This design comes from an exercise in tuning for small area, a short achievable clock period and few clock cycles on the open sky130 flow, not from production work. Function was checked by simulation only, so behaviour that the tests miss may differ from the original. Power and IR drop assume default switching activity.

`flow/run.sh`:
```
#!/bin/bash
# synth_recipe.tcl (not shown) runs the flow's synth.tcl, then flattens the netlist and writes it again
# the make line also repeats each setting of config.mk as NAME=value (left out here)
make -C /OpenROAD-flow-scripts/flow DESIGN_CONFIG=/design/flow/config.mk WORK_HOME=/design/flow/orfs CLKGATE_MAP_FILE= SYNTH_SCRIPT=/design/flow/synth_recipe.tcl finish
```
`flow/config.mk`:
```
export PLATFORM = sky130hd
export DESIGN_NAME = JAM
export DESIGN_NICKNAME = JAM
export VERILOG_FILES = /design/flow/design.v
export SDC_FILE = /design/flow/constraint.sdc
export NUM_CORES = 4
export LEC_CHECK = 0
export CAP_MARGIN = 20
export CORE_MARGIN = 2
export CORE_UTILIZATION = 40
export SLEW_MARGIN = 20
```
`flow/constraint.sdc`:
```
create_clock -name core_clock -period 5.0 [get_ports {CLK}]
set_input_delay 1.0000 -clock core_clock [delete_from_list [all_inputs] [get_ports {CLK}]]
set_output_delay 1.0000 -clock core_clock [all_outputs]
set_load 0.01 [all_outputs]
```
`flow/design.v`:
```
module JAM (
			input CLK,
			input RST,
			output reg [2:0] W,
			output reg [2:0] J,
			input [6:0] Cost,
			output reg [3:0] MatchCount,
			output reg [9:0] MinCost,
			output reg Valid 
			);
reg [2:0] J_data[0:7];
reg [2:0] count;
reg flag;
reg [2:0] ex_value;
reg [2:0] sort[0:7];
reg [2:0] ex_pos;
reg [2:0] exed_pos;
reg [2:0] exed_value;
reg [1:0] op;
reg [9:0] min;
reg [3:0] cost_cnt;
reg en;
integer i;
always @(posedge CLK or posedge RST) begin
	if (RST) begin
		W <= 7;
	end
	else begin
		if (W == 7) begin
			W <= (flag == 1)? ( W + 1 ) : W;
		end
		else begin
			W <= W + 1;
		end
	end
end
always @(*) begin
	J = J_data[W];
end
always @(posedge CLK or posedge RST) begin
	if (RST) begin
		for(i = 0; i < 8; i = i+1) begin
			J_data[i] <= i;
		end
	end
	else begin
		if (W == 7) begin
			for(i = 0; i < 8; i = i+1) begin
				J_data[i] <= sort[i];
			end
		end
		else begin
			for(i = 0; i < 8; i = i+1) begin
				J_data[i] <= J_data[i];
			end
		end
	end
end
always @(posedge CLK or posedge RST) begin
	if (RST) begin
		for(i = 0; i < 8; i = i+1) begin
			sort[i] <= 7 - i;
		end
	end
	else begin
		case(op)
			2: begin
				if(flag == 1) begin
					for(i = 0; i < 8; i = i+1) begin
						sort[i] <= sort[i];
					end
				end
				else begin
					sort[ex_pos] <= sort[exed_pos];
					sort[exed_pos] <= sort[ex_pos];
				end
			end
			3: begin
				if(flag == 1) begin
					for(i = 0; i < 8; i = i+1) begin
						sort[i] <= sort[i];
					end
				end
				else begin
					sort[count] <= sort[ex_pos - count - 1];
					sort[ex_pos - count - 1] <= sort[count];
				end
			end
			default: begin
				for(i = 0; i < 8; i = i+1) begin
					sort[i] <= sort[i];
				end
			end
		endcase
	end
end
always @(posedge CLK or posedge RST) begin
	if (RST) begin
		count <= 0;
	end
	else begin
		case(op)
			0: count <= 0;
			1: count <= count + 1;
			2: count <= 0;
			3: count <= (count == ( ex_pos ) >> 1 )? count : count + 1;
		endcase
	end
end
always @(posedge CLK or posedge RST) begin
	if (RST) begin
		op <= 0;
	end
	else begin
		case(op)
			0: begin
				if(W == 0) begin
					op <= op;
				end
				else begin
					if (sort[W - 1] == sort[W] + 1) begin
						op <= (flag == 1)? op : 2;
					end
					else begin
						if (sort[W - 1] > sort[W]) begin
							op <= (flag == 1)? op : 1;
						end
						else begin
							op <= op;
						end
					end
				end
			end
			1: begin
				if(ex_value + 1 == sort[count]) begin
					op <= 2;
				end
				else begin
					if (count + 1 == ex_pos) begin
						op <= 2;
					end
					else begin
						op <= op;
					end
				end
			end
			2: begin
				if (ex_pos == 1) begin
					op <= (W == 7)? 0 : op;
				end
				else begin
					op <= 3;
				end
			end
			3: begin
				if (count == ( ex_pos ) >> 1) begin
					op <= (W == 7)? 0 : op;
				end
				else begin
					op <= 3;
				end
			end
			default: op <= op;
		endcase
	end
end
always @(posedge CLK or posedge RST) begin
	if (RST) begin
		ex_pos <= 0;
		ex_value <= 0;
	end
	else begin
		if (W == 7 && flag == 1) begin
			ex_pos <= 0;
			ex_value <= 0; 
		end
		else begin
			if (sort[W - 1] > sort[W]) begin
				ex_pos <= (op == 0)? W : ex_pos;
				ex_value <= (op == 0)? sort[W] : ex_value;
			end
			else begin
				ex_pos <= ex_pos;
				ex_value <= ex_value;
			end
		end
	end
end
always @(posedge CLK or posedge RST) begin
	if (RST) begin
		exed_pos <= 0;
		exed_value <= 7;
	end
	else begin
		case(op)
			0: begin
				exed_pos <= W - 1;
				exed_value <= sort[W - 1];
			end
			1: begin
				if (ex_value + 1 == sort[count]) begin
					exed_pos <= count;
					exed_value <= sort[count];
				end
				else begin
					if (sort[count] < exed_value) begin
						exed_pos <= (sort[count] < ex_value)? exed_pos : count;
						exed_value <= (sort[count] < ex_value)? exed_value : sort[count];
					end
					else begin
						exed_pos <= exed_pos;
						exed_value <= exed_value;
					end
				end
			end
			default: begin
				exed_pos <= exed_pos;
				exed_value <= exed_value;
			end
		endcase
	end
end
always @(posedge CLK or posedge RST) begin
	if (RST) begin
		flag <= 1;
	end
	else begin
		if (W == 7 && flag == 1) begin
			flag <= 0;
		end
		else begin
			case(op)
				2: begin
					if (ex_pos == 1) begin
						flag <= 1;
					end
					else begin
						flag <= flag;
					end
				end
				3: begin
					if (count + 1 == ( ex_pos ) >> 1) begin
						flag <= 1;
					end
					else begin
						flag <= flag;
					end
				end
				default: flag <= flag;
			endcase
		end	
	end
end
always @(posedge CLK or posedge RST) begin
	if (RST) begin
		cost_cnt <= 7;
	end
	else begin
		if (en) begin
			cost_cnt <= cost_cnt + 1;
		end
		else begin
			cost_cnt <= 0;
		end
	end
end
always @(posedge CLK or posedge RST) begin
	if (RST) begin
		en <= 0;
	end
	else begin
		if (W == 6) begin
			en <= 1;
		end
		else begin
			en <= (W == 1)? 0 : en;
		end
	end
end
always @(posedge CLK or posedge RST) begin
	if (RST) begin
		min <= 0;
	end
	else begin
		if (en == 1 && W == 1) begin
			min <= Cost;
		end
		else begin
			if(en == 0 && W == 0 && J == 7) min <= 0;
			else min <= min + Cost;
		end
	end
end
always @(posedge CLK or posedge RST) begin
	if (RST) begin
		MinCost <= 10'd1023;
	end
	else begin
		MinCost <= (cost_cnt == 2)? ( ( min < MinCost )? min : MinCost ) : MinCost;
	end
end
always @(posedge CLK or posedge RST) begin
	if (RST) begin
		MatchCount <= 0;
	end
	else begin
		if (cost_cnt == 2) begin
			if (min == MinCost) begin
				MatchCount <= MatchCount + 1;
			end
			else begin
				MatchCount <= (min < MinCost)? 1 : MatchCount;
			end
		end
		else begin
			MatchCount <= MatchCount;
		end
	end
end
always @(posedge CLK or posedge RST) begin
	if (RST) begin
		Valid <= 0;
	end
	else begin
		if (cost_cnt == 4'hf) begin
			Valid <= 1;
		end
		else begin
			Valid <= 0;
		end
	end
end
endmodule
```
==> impl_metrics.py <==
metrics = {
    "sta": {
        "finalHoldViolations": 0,
        "fmax_mhz": 239,
        "worst_pin_slew_ps": 1030,
        "setup_violations": 0,
        "period_needed_ps": 4190,
        "post-route-period-util": 0.838,
        "max-slew-margin-rel": 0.293,
        "rsz0062_at_grt": "no",
        "tns_ps": 0,
        "clock_skew_ps": 15.5,
        "drv_slew": 0,
    },
    "setup_path": {
        "crit_chain": "inv_1 -> ha_1 -> nor3_1 -> and2_1 -> o31a_1 -> clkdlybuf4s50_1",
        "cp-start-kind": "flop",
        "crit_required_ps": 4000,
        "worst_path_largest_cell_delay_ps": 780,
        "cp_slowest_cell": "dfstp_2",
        "cp_max_fo": 22,
        "cp-end-kind": "output pin",
        "worstPathArrival_ps": 3190,
        "path_class": "reg2out",
    },
    "yosys": {
        "synthesis.area_um2": 7830,
        "yosysSeqAreaShare": 0.323,
        "synth_ff_type": "dfrtp_1",
        "ys_types": 86,
        "synth-seq-cells": 99,
        "synthArstFlopShare": 1.00,
        "ys_warn_count": 3,
        "synthCells": 811,
        "syn-num-nets": 871,
        "syn_area_per_cell_um2": 9.66,
        "synth_edf_count": 0,
    },
    "floorplan": {
        "initial_utilization": 0.405,
        "die_area_um2": 20700,
        "io_pins": 30,
        "die_height_um": 144,
        "rows": 51,
        "die_w_um": 144,
        "core_area_um2": 19300,
    },
    "drt": {
        "drt_iter0_drc": 844,
        "drcViolationCount": 0,
        "ant_nets": 0,
        "wl_per_cell_um": 21.9,
        "wirelength_mm": 23.9,
        "via_per_inst": 6.16,
        "vias": 6722,
        "drt-pass1-iter-count": 7,
    },
    "clock_network": {
        "clock-root-buffer": "clkbuf_16",
        "clock_sinks": 99,
        "hold_buffers": 0,
        "cts_setup_buffers": 0,
        "clk_latency_ps": 370,
        "clkTransAtPathRegs_ps": 90,
        "clk_path_buf_depth": 2,
        "ctsHtreeMaxLevel": 3,
        "cts_tree": "done",
        "cts_made_buffers": 9,
        "cts_resized": 0,
    },
    "pwr": {
        "p_sw_frac": 0.319,
        "p_clk_frac": 0.318,
        "power_frac_seq": 0.435,
        "leakagePower_nw": 3.54,
        "powerDensity_nw_per_um2": 265,
        "p_sw_mw": 0.731,
        "combPwrFrac": 0.247,
        "peakVddDrop_mv": 0.159,
        "internal_power_mw": 1.56,
    },
    "layout": {
        "diodes": 0,
        "syn_to_final_growth_pct": 10.6,
        "stdcell_area_um2": 8660,
        "drive_gt1_frac": 0.194,
        "finalNonFillerCells": 1091,
        "nets": 881,
    },
    "place": {
        "place_inst": 1075,
        "placed_area_um2": 8360,
        "dp_hpwl_mm": 16.9,
        "place_congestion": 0.964,
        "portBuffers": 29,
    },
    "global_route": {
        "overflow": 0,
        "antenna_found_initial": 0,
        "grt_start_max_net_pins": 47,
        "grt_pass1_wl_mm": 37.3,
        "grt_usage": 0.237,
        "grt_pass1_vias": 6307,
    },
    "run_status": {
        "status": "no timing/DRC/antenna violations",
    },
    "min_path": {
        "hold_path.class": "reg2reg",
    },
    "run": {
        "maxCapViolCount": 0,
    },
}
-- kinds of logic (layout without fill, tap and decap cells) --
group | after synthesis | after routing | synth area share
DFF | 99 | 99 | 0.323
adders and majority gates | 51 | 51 | 0.0834
buffers and inverters | 96 | 111 | 0.0503
muxes | 96 | 96 | 0.146
xor gates and xnor gates | 19 | 19 | 0.0251
and+or+nand+nor | 227 | 227 | 0.155
AOI/OAI and AO/OA | 223 | 223 | 0.216
-- cell type report --
type                       count  area [um2]
clock buffer                   9         225
inverter                      53         201
timing repair buffer          42         388
fill                        1841       10700
sequential                    99        2530
tap                          265         332
multi-input combinational    616        4900
clock inverter                 7        80.1
-- cell usage after synthesis, types with 4 or more instances --
master	count	area, um2
a211o_1	9	78.8
a21oi_1	37	185
nand3_1	26	130
a221oi_1	15	131
dfstp_2	44	1160
nand2_1	53	199
xor2_1	8	70.1
o31ai_1	4	30.0
mux2i_1	36	360
o2111ai_1	4	35.0
mux4_2	9	203
a22o_1	11	96.3
mux2_2	47	529
ha_1	49	613
a2111oi_0	4	35.0
a311oi_1	4	35.0
nor2b_1	22	138
o31a_1	8	70.1
dfrtp_1	55	1380
a222oi_1	10	100
o21ai_0	28	140
xnor2_1	9	78.8
a211oi_1	6	45.0
and3_1	6	37.5
clkbuf_1	27	101
nand3b_1	5	37.5
nand4_1	6	37.5
a21o_1	9	67.6
a22oi_1	7	52.6
inv_1	51	191
o211ai_1	5	37.5
buf_2	9	45.0
a31oi_1	9	56.3
o21ai_1	13	65.1
nand2b_1	11	68.8
a221o_1	5	50.1
nor3_1	23	115
and2_1	9	56.3
nor2_1	39	146
-- through the flow --
stage | util | total power, mW | hold slack (ps) | setup WS (ps)
2_1_floorplan | - | 1.38 | 448 | 1280
3_3_place_gp | 0.432 | 1.57 | 472 | 1170
3_5_place_dp | 0.432 | 1.58 | 465 | 1100
4_1_cts | 0.448 | 2.31 | 477 | 809
5_1_grt | 0.448 | 2.44 | 491 | 632
6_report | 0.448 | 2.29 | 471 | 810
-- routing by layer --
layer / GRT usage / part of all wire / wire length (um)
met5: 0 / 0 / 0
met4: 0.0831 / 0.028 / 667
met3: 0.0526 / 0.082 / 1960
met2: 0.358 / 0.44 / 10600
met1: 0.335 / 0.45 / 10700
-- cell usage in the layout, fill, tap and decap left out, types with 7 or more instances in the layout --
master,Yosys,layout
a211o_1,9,9
a21o_1,9,9
a21oi_1,37,37
a221oi_1,15,15
a222oi_1,10,10
a22o_1,11,11
a22oi_1,7,7
a31oi_1,9,9
and2_1,9,9
buf_4,2,13
clkbuf_16,0,9
clkdlybuf4s50_1,0,29
dfrtp_1,55,55
dfstp_2,44,44
ha_1,49,49
inv_1,51,50
mux2_2,47,47
mux2i_1,36,36
mux4_2,9,9
nand2_1,53,53
nand2b_1,11,11
nand3_1,26,26
nor2_1,39,39
nor2b_1,22,22
nor3_1,23,23
o21ai_0,28,28
o21ai_1,13,13
o31a_1,8,8
xnor2_1,9,9
xor2_1,8,8
-- power groups by stage --
stage,Sequential (mW),Clock [mW],Combinational (mW)
2_1_floorplan,1.01,0,0.370
3_3_place_gp,1.01,0,0.563
3_5_place_dp,1.01,0,0.565
4_1_cts,0.999,0.744,0.572
5_1_grt,1.01,0.771,0.652
6_report,0.997,0.729,0.567
-- worst paths after layout --
kind | from | end | slack (ps) | depth (start not counted)
max | W[2] | J[2] | 810 | 6
max reg2reg | W[2] | op[0] | 1040 | 11
min | MatchCount[3] | MatchCount[3] | 470 | 1
max in group asynchronous | RST | J_data[1][0] | 3060 | 3
min reg2reg | MatchCount[3] | MatchCount[3] | 470 | 1
min in group asynchronous | RST | exed_pos[2] | 1070 | 2
-- state kept, by name (all words and copies together) (netlist names), 4 cells and up --
name / cells
J_data: 24
sort: 24
MinCost: 10
min: 10
MatchCount: 4
cost_cnt: 4
-- worst max-delay path: cells and delay by family (launching register included) --
kind / cells / cell delay (ps)
DFF: 1 / 780
and+or+nand+nor: 2 / 740
AOI/OAI and AO/OA: 1 / 180
adders and majority gates: 1 / 350
buffers and inverters: 2 / 760
Testbench counts, summed over its fixed seeds: cycles 5,356,720.

afterwards: timing with drivers on the ports:
The flow's constraints put no driver on any port. The routed layout listed below was extracted and timed again, unchanged, in two steps. Step 1, drivers: a clkbuf_16 drives CLK and a buf_2 each remaining input, both assumed. Step 2 also shifts input and output timing later by t, the mid clock arrival at the registers, as if the neighbouring blocks saw the same clock. a / b / c = ideal ports / drivers / drivers and shift; a / b = the first two.
t, ns: 0.408
setup slack, ns: 0.810 / 0.763 / 1.044
worst setup path at the end: register to register
clock arrival spread, ns: 0.018 / 0.018
worst register clock-pin slew, ns: 0.09 / 0.09
After both steps setup and hold are still met in this run. The setup slack of this run moves by -0.047 ns with the drivers and by +0.234 ns with both steps.
